What follows belongs to an exercise in optimizing a design on an open flow for small area, a short achievable clock period and few clock cycles; a production flow would make more cautious choices. Only simulation tests tie the RTL to the original design; equivalence was not proved. The flow treats the clock pin as an ideal source. Dropping or thinning the clock tree relies on that and would not hold on a real chip. Power figures rest on the tool's default switching activity, not on a simulated workload.

==> inputs of run a <==
==> flow/design.v <==
`timescale 1ns/10ps
module ELA(clk, rst, in_data, data_rd, req, wen, addr, data_wr, done);
	input				clk;
	input				rst;
	input		[7:0]	in_data;
	input		[7:0]	data_rd;
	output				req;
	output	reg			wen;
	output	reg	[9:0]	addr;
	output	reg	[7:0]	data_wr;	 
	output				done;
	reg			interp, fin;
	reg			s_rb, s_w;	 
	reg	[7:0]	x;	 
	reg	[7:0]	y;	 
	reg	[7:0]	pp;	 
	reg	[7:0]	q;	 
	reg	[7:0]	r;	 
	reg	[7:0]	dreg, areg;	 
	reg	[7:0]	m;			 
	wire s_rt = ~s_rb & ~s_w;
	assign req  = ~interp;
	assign done = fin;
	wire [8:0] ix = {addr[9:6], addr[4:0]};
	wire [8:0] kst = {s_rb, s_rb, s_rb, s_rt & interp, s_rb, s_rb, s_rb,
			s_rb | s_w, s_w | ~interp & wen};
	function [8:0] add9;
		input [8:0] u, v;
		integer j; reg c;
		begin
			c = 1'b0;
			for (j = 0; j < 9; j = j + 1) begin
				add9[j] = u[j] ^ v[j] ^ c;
				c = (u[j] & v[j]) | (c & (u[j] ^ v[j]));
			end
		end
	endfunction
	wire [8:0] i_next = add9(ix, kst);
	wire [7:0] d_xy, a_xy;
	ELA_absd u_absd(.x(x), .y(y), .d(d_xy));
	ELA_avg u_avg(.x(x), .y(y), .a(a_xy));
	always @(posedge clk) begin
		dreg <= d_xy;
		areg <= a_xy;
	end
	wire edge_col = (ix[4:0] == 5'd1) || (ix[4:0] == 5'd2);
	wire le;
	ELA_le8 u_le(.v(dreg), .u(m), .le(le));
	wire take = s_w | le | (s_rb & edge_col);
	always @(posedge clk) begin
		if (take)
			m <= dreg;
		if (!interp)
			data_wr <= in_data;
		else if (take)
			data_wr <= areg;
	end
	always @(posedge clk or posedge rst) begin
		if (rst) begin
			interp <= 1'b0;
			fin <= 1'b0;
			s_rb <= 1'b0;
			s_w <= 1'b0;
			wen <= 1'b0;
			addr <= 10'd0;
		end else if (fin) begin
			wen <= 1'b0;
		end else begin
			addr <= {i_next[8:5], interp & s_rb, i_next[4:0]};
			if (!interp) begin
				wen <= ~(wen & (&ix));
				if (wen & (&ix))
					interp <= 1'b1;
			end else begin
				s_rb <= s_rt;
				s_w <= s_rb;
				wen <= s_rb & (ix[8:1] != 8'd16);
				if (s_rb && ix == 9'd1)
					fin <= 1'b1;
			end
		end
	end
	always @(posedge clk) begin
		if (s_rt) begin
			x <= y; y <= data_rd; r <= x;
		end else if (s_rb) begin
			x <= r; y <= data_rd; r <= pp; pp <= y;
		end else begin
			x <= r; y <= q; q <= y; r <= pp;
		end
	end
endmodule
module ELA_le8(v, u, le);
	input	[7:0]	v, u;
	output			le;
	wire [7:0] g = v & ~u;
	wire [7:0] e = ~(v ^ u);
	wire g10 = g[1] | e[1] & g[0], e10 = e[1] & e[0];
	wire g32 = g[3] | e[3] & g[2], e32 = e[3] & e[2];
	wire g54 = g[5] | e[5] & g[4], e54 = e[5] & e[4];
	wire g76 = g[7] | e[7] & g[6], e76 = e[7] & e[6];
	wire g30 = g32 | e32 & g10;
	wire g74 = g76 | e76 & g54, e74 = e76 & e54;
	assign le = ~(g74 | e74 & g30);
endmodule
module ELA_absd(x, y, d);
	input	[7:0]	x, y;
	output	reg	[7:0]	d;
	reg [7:0] g, e, G1, E1, G2, E2, G3, E3, bo, bo2;
	integer i;
	always @(*) begin
		g = x & ~y;
		e = ~(x ^ y);
		for (i = 0; i < 8; i = i + 1)
			if (i % 2 == 1) begin G1[i] = g[i] | e[i] & g[i-1]; E1[i] = e[i] & e[i-1]; end
			else begin G1[i] = g[i]; E1[i] = e[i]; end
		for (i = 0; i < 8; i = i + 1)
			if (i % 4 >= 2) begin G2[i] = G1[i] | E1[i] & G1[(i/4)*4+1]; E2[i] = E1[i] & E1[(i/4)*4+1]; end
			else begin G2[i] = G1[i]; E2[i] = E1[i]; end
		for (i = 0; i < 8; i = i + 1)
			if (i >= 4) begin G3[i] = G2[i] | E2[i] & G2[3]; E3[i] = E2[i] & E2[3]; end
			else begin G3[i] = G2[i]; E3[i] = E2[i]; end
		bo  = {~(G3[6:0] | E3[6:0]), 1'b0};
		bo2 = {G3[6:0], 1'b0};
		d = G3[7] ? (~e ^ bo) : (~e ^ bo2);
	end
endmodule
module ELA_avg(x, y, a);
	input	[7:0]	x, y;
	output	reg	[7:0]	a;
	reg [7:0] g, p, G1, P1, G2, P2, G3, P3;
	integer i;
	always @(*) begin
		g = x & y; p = x ^ y;
		for (i = 0; i < 8; i = i + 1)
			if (i % 2 == 1) begin G1[i] = g[i] | p[i] & g[i-1]; P1[i] = p[i] & p[i-1]; end
			else begin G1[i] = g[i]; P1[i] = p[i]; end
		for (i = 0; i < 8; i = i + 1)
			if (i % 4 >= 2) begin G2[i] = G1[i] | P1[i] & G1[(i/4)*4+1]; P2[i] = P1[i] & P1[(i/4)*4+1]; end
			else begin G2[i] = G1[i]; P2[i] = P1[i]; end
		for (i = 0; i < 8; i = i + 1)
			if (i >= 4) begin G3[i] = G2[i] | P2[i] & G2[3]; P3[i] = P2[i] & P2[3]; end
			else begin G3[i] = G2[i]; P3[i] = P2[i]; end
		a = {G3[7], p[7:1] ^ G3[6:0]};
	end
endmodule
==> flow/flow/run.sh <==
#!/bin/bash
# Layout flow: the standard ORFS flow, with these changes:
#  - synthesis does not extract full/half adder cells (ADDER_MAP_FILE empty),
#    so ABC maps all of the arithmetic itself;
#  - the port buffers are sky130_fd_sc_hd__buf_1 cells;
#  - the clock tree is one level: the clock port drives four clkbuf_16 cells,
#    one per quarter of the flip-flops (flow/cts.tcl replaces ORFS's cts.tcl,
#    with clock_tree_synthesis replaced by that buffering).
set -euo pipefail
rm -rf scripts_mod
cp -r "$FLOW_HOME/scripts" scripts_mod
cp flow/cts.tcl scripts_mod/cts.tcl
bash standard.sh ADDER_MAP_FILE= \
  "BUFFER_PORTS_ARGS=-buffer_cell sky130_fd_sc_hd__buf_1" \
  "SCRIPTS_DIR=$PWD/scripts_mod" \
  finish > make_finish.log 2>&1
==> flow/flow/cts.tcl <==
utl::set_metrics_stage "cts__{}"
source $::env(SCRIPTS_DIR)/load.tcl
source $::env(SCRIPTS_DIR)/lec_check.tcl
erase_non_stage_variables cts
load_design 3_place.odb 3_place.sdc
source_step_tcl PRE CTS

# Clone clock tree inverters next to register loads
# so cts does not try to buffer the inverted clocks.
repair_clock_inverters

proc save_progress { stage } {
  puts "Run 'make gui_$stage.odb' to load progress snapshot"
  orfs_write_db $::env(RESULTS_DIR)/$stage.odb
  orfs_write_sdc $::env(RESULTS_DIR)/$stage.sdc
}


# Clock tree: the clock port drives NBUF clkbuf_16 cells, each of which
# drives the flip-flops of one region of the core (a balanced one-level tree).
proc manual_clock_tree { nbuf } {
  set db [ord::get_db]
  set block [ord::get_db_block]
  set master [$db findMaster sky130_fd_sc_hd__clkbuf_16]
  set clk_net [$block findNet clk]
  set sinks {}
  foreach it [$clk_net getITerms] {
    if { [[$it getMTerm] getSigType] == "CLOCK" || [[$it getMTerm] getName] == "CLK" } {
      set inst [$it getInst]
      set bb [$inst getBBox]
      lappend sinks [list $it [expr {([$bb xMin] + [$bb xMax]) / 2}] [expr {([$bb yMin] + [$bb yMax]) / 2}]]
    }
  }
  puts "manual_clock_tree: [llength $sinks] sinks, $nbuf buffers"
  # split into two halves by x, then each half into nbuf/2 groups by y
  set sinks [lsort -integer -index 1 $sinks]
  set n [llength $sinks]
  set half [expr {($n + 1) / 2}]
  set groups {}
  set per [expr {$nbuf / 2}]
  foreach part [list [lrange $sinks 0 [expr {$half - 1}]] [lrange $sinks $half end]] {
    set part [lsort -integer -index 2 $part]
    set m [llength $part]
    for {set k 0} {$k < $per} {incr k} {
      set lo [expr {($m * $k) / $per}]
      set hi [expr {($m * ($k + 1)) / $per - 1}]
      lappend groups [lrange $part $lo $hi]
    }
  }
  set k 0
  foreach grp $groups {
    set sx 0
    set sy 0
    foreach s $grp {
      set sx [expr {$sx + [lindex $s 1]}]
      set sy [expr {$sy + [lindex $s 2]}]
    }
    set cnt [llength $grp]
    set inst [odb::dbInst_create $block $master "clkbuf_m_$k"]
    set net [odb::dbNet_create $block "clk_m_$k"]
    $net setSigType CLOCK
    [$inst findITerm A] connect $clk_net
    [$inst findITerm X] connect $net
    foreach s $grp {
      set it [lindex $s 0]
      $it disconnect
      $it connect $net
    }
    $inst setLocation [expr {$sx / $cnt}] [expr {$sy / $cnt}]
    $inst setPlacementStatus PLACED
    puts "manual_clock_tree: clkbuf_m_$k drives $cnt sinks"
    incr k
  }
  set_propagated_clock [all_clocks]
}

# Run CTS
set cts_args [list \
  -sink_clustering_enable \
  -repair_clock_nets]

append_env_var cts_args CTS_BUF_DISTANCE -distance_between_buffers 1
append_env_var cts_args CTS_CLUSTER_SIZE -sink_clustering_size 1
append_env_var cts_args CTS_CLUSTER_DIAMETER -sink_clustering_max_diameter 1
append_env_var cts_args CTS_BUF_LIST -buf_list 1
append_env_var cts_args CTS_LIB_NAME -library 1


if { [env_var_exists_and_non_empty CTS_ARGS] } {
  set cts_args $::env(CTS_ARGS)
}

set_dont_use $::env(DONT_USE_CELLS)

manual_clock_tree 4

utl::push_metrics_stage "cts__{}__pre_repair_timing"
log_cmd estimate_parasitics -placement
if { $::env(DETAILED_METRICS) } {
  report_metrics 4 "cts pre-repair-timing"
}
utl::pop_metrics_stage

set_placement_padding -global \
  -left $::env(CELL_PAD_IN_SITES_DETAIL_PLACEMENT) \
  -right $::env(CELL_PAD_IN_SITES_DETAIL_PLACEMENT)

set result [catch { detailed_placement } msg]
if { $result != 0 } {
  save_progress 4_1_error
  error "Detailed placement failed in CTS: $msg"
}

log_cmd estimate_parasitics -placement

if { $::env(CTS_SNAPSHOTS) } {
  save_progress 4_1_pre_repair_hold_setup
}

if { !$::env(SKIP_CTS_REPAIR_TIMING) } {
  if { $::env(EQUIVALENCE_CHECK) } {
    write_eqy_verilog 4_before_rsz.v
  }
  if { $::env(LEC_CHECK) } {
    write_lec_verilog 4_before_rsz_lec.v
  }

  repair_timing_helper

  if { $::env(EQUIVALENCE_CHECK) } {
    run_equivalence_test
  }
  if { $::env(LEC_CHECK) } {
    write_lec_verilog 4_after_rsz_lec.v
    run_lec_test 4_rsz 4_before_rsz_lec.v 4_after_rsz_lec.v
  }

  set result [catch { detailed_placement } msg]
  if { $result != 0 } {
    save_progress 4_1_error
    error "Detailed placement failed in CTS: $msg"
  }

  check_placement -verbose
}

report_metrics 4 "cts final"

source_step_tcl POST CTS

orfs_write_db $::env(RESULTS_DIR)/4_1_cts.odb
orfs_write_sdc $::env(RESULTS_DIR)/4_cts.sdc
==> flow/standard.sh <==
#!/bin/bash
# synth_recipe.tcl (not shown) runs the flow's synth.tcl, then flattens the netlist and writes it again
# the make line also repeats each setting of config.mk as NAME=value (left out here)
make -C /OpenROAD-flow-scripts/flow DESIGN_CONFIG=/design/flow/config.mk WORK_HOME=/design/flow/orfs CLKGATE_MAP_FILE= SYNTH_SCRIPT=/design/flow/synth_recipe.tcl "${@:-finish}"
==> flow/config.mk <==
export PLATFORM = sky130hd
export DESIGN_NAME = ELA
export DESIGN_NICKNAME = ELA
export VERILOG_FILES = /design/flow/design.v
export SDC_FILE = /design/flow/constraint.sdc
export NUM_CORES = 8
export LEC_CHECK = 0
export CAP_MARGIN = 20
export CORE_MARGIN = 2
export CORE_UTILIZATION = 70
export SETUP_SLACK_MARGIN = 4.8
export SLEW_MARGIN = 20
export SYNTH_HIERARCHICAL = 1
==> flow/constraint.sdc <==
create_clock -name core_clock -period 7.0 [get_ports {clk}]
set_input_delay 1.4000 -clock core_clock [delete_from_list [all_inputs] [get_ports {clk}]]
set_output_delay 1.4000 -clock core_clock [all_outputs]
set_load 0.01 [all_outputs]
==> inputs of run b, as changes to run a <==
CORE_UTILIZATION = 40   (was 70)
SETUP_SLACK_MARGIN = 5.0   (was 4.8)
==> summary.md <==
| Metric | Value |
|---|---|
| Outcome | `timing/DRC/antenna clean` |
| Logic pwr share | `16.4%` |
| Fmax | `approximately 0.46 GHz` |
| Hold EP | `m[4]$_DFFE_PP_` |
| Area after DPL | `between 4000 and 5000 µm²` |
| Total Routed Length | `6.87 mm` |
| Crit path max fanout | `5` |
The numbers above come from run a.

==> summary.md <==
| Metric | Value |
|---|---|
| Maxcap violations | `0` |
| Hold EP | `m[0]$_DFFE_PP_` |
| Wire length per cell | `14.4 µm` |
| Multi-input logic area | `1840 µm²` |
| First-pass GRT wire length | `12.6 mm` |
| Yosys top cell by area | `edfxtp_1` |
| Logic pwr share | `between 15 and 20%` |
| Area after DPL | `between 4000 and 5000 µm²` |
| Outcome | `timing/DRC/antenna clean` |
| Critical path origin | `interp$_DFFE_PP0N_` |
| Crit path max fanout | `3` |
| Setup Total Neg Slack | `0 ns` |
| Power Density | `220 nW/µm²` |
| PostCTS Resize Cnt | `30` |
The numbers above come from run b.

Testbench counts of run a, summed over its fixed seeds: cycles 62,688.
Testbench counts of run b, summed over its fixed seeds: cycles 62,688.
No run of this note takes its clock network from TritonCTS; it comes from the design's own scripts or RTL.

-- separate check: timing with driven ports --
In the flow no input, the clock included, has a driving cell. The finished layouts below were timed again as built, in two steps. Step 1 (the two cells are an assumption about what drives the block):
set clk [get_ports {clk}]
set_driving_cell -lib_cell sky130_fd_sc_hd__clkbuf_16 $clk
set_driving_cell -lib_cell sky130_fd_sc_hd__buf_2 [delete_from_list [all_inputs] $clk]
Step 2, shift: input delay + t, output delay - t, t = (earliest + latest rising clock arrival at the registers) / 2. This alone moves slack from input paths to output paths. Slacks: no drivers / after step 1 / after step 2; pairs: no drivers / after step 1.
run | t, ns | setup slack, ns | worst hold slack (ns) | worst setup path after step 2 | worst data-port slew with drivers (ns)
run a | 0.219 | 4.822 / 4.747 / 4.848 | 0.442 / 0.442 / 0.442 | register to register | 0.04
run b | 0.224 | 4.852 / 4.778 / 4.989 | 0.436 / 0.436 / 0.436 | input to register | 0.03
After both steps every run listed still meets setup and hold.
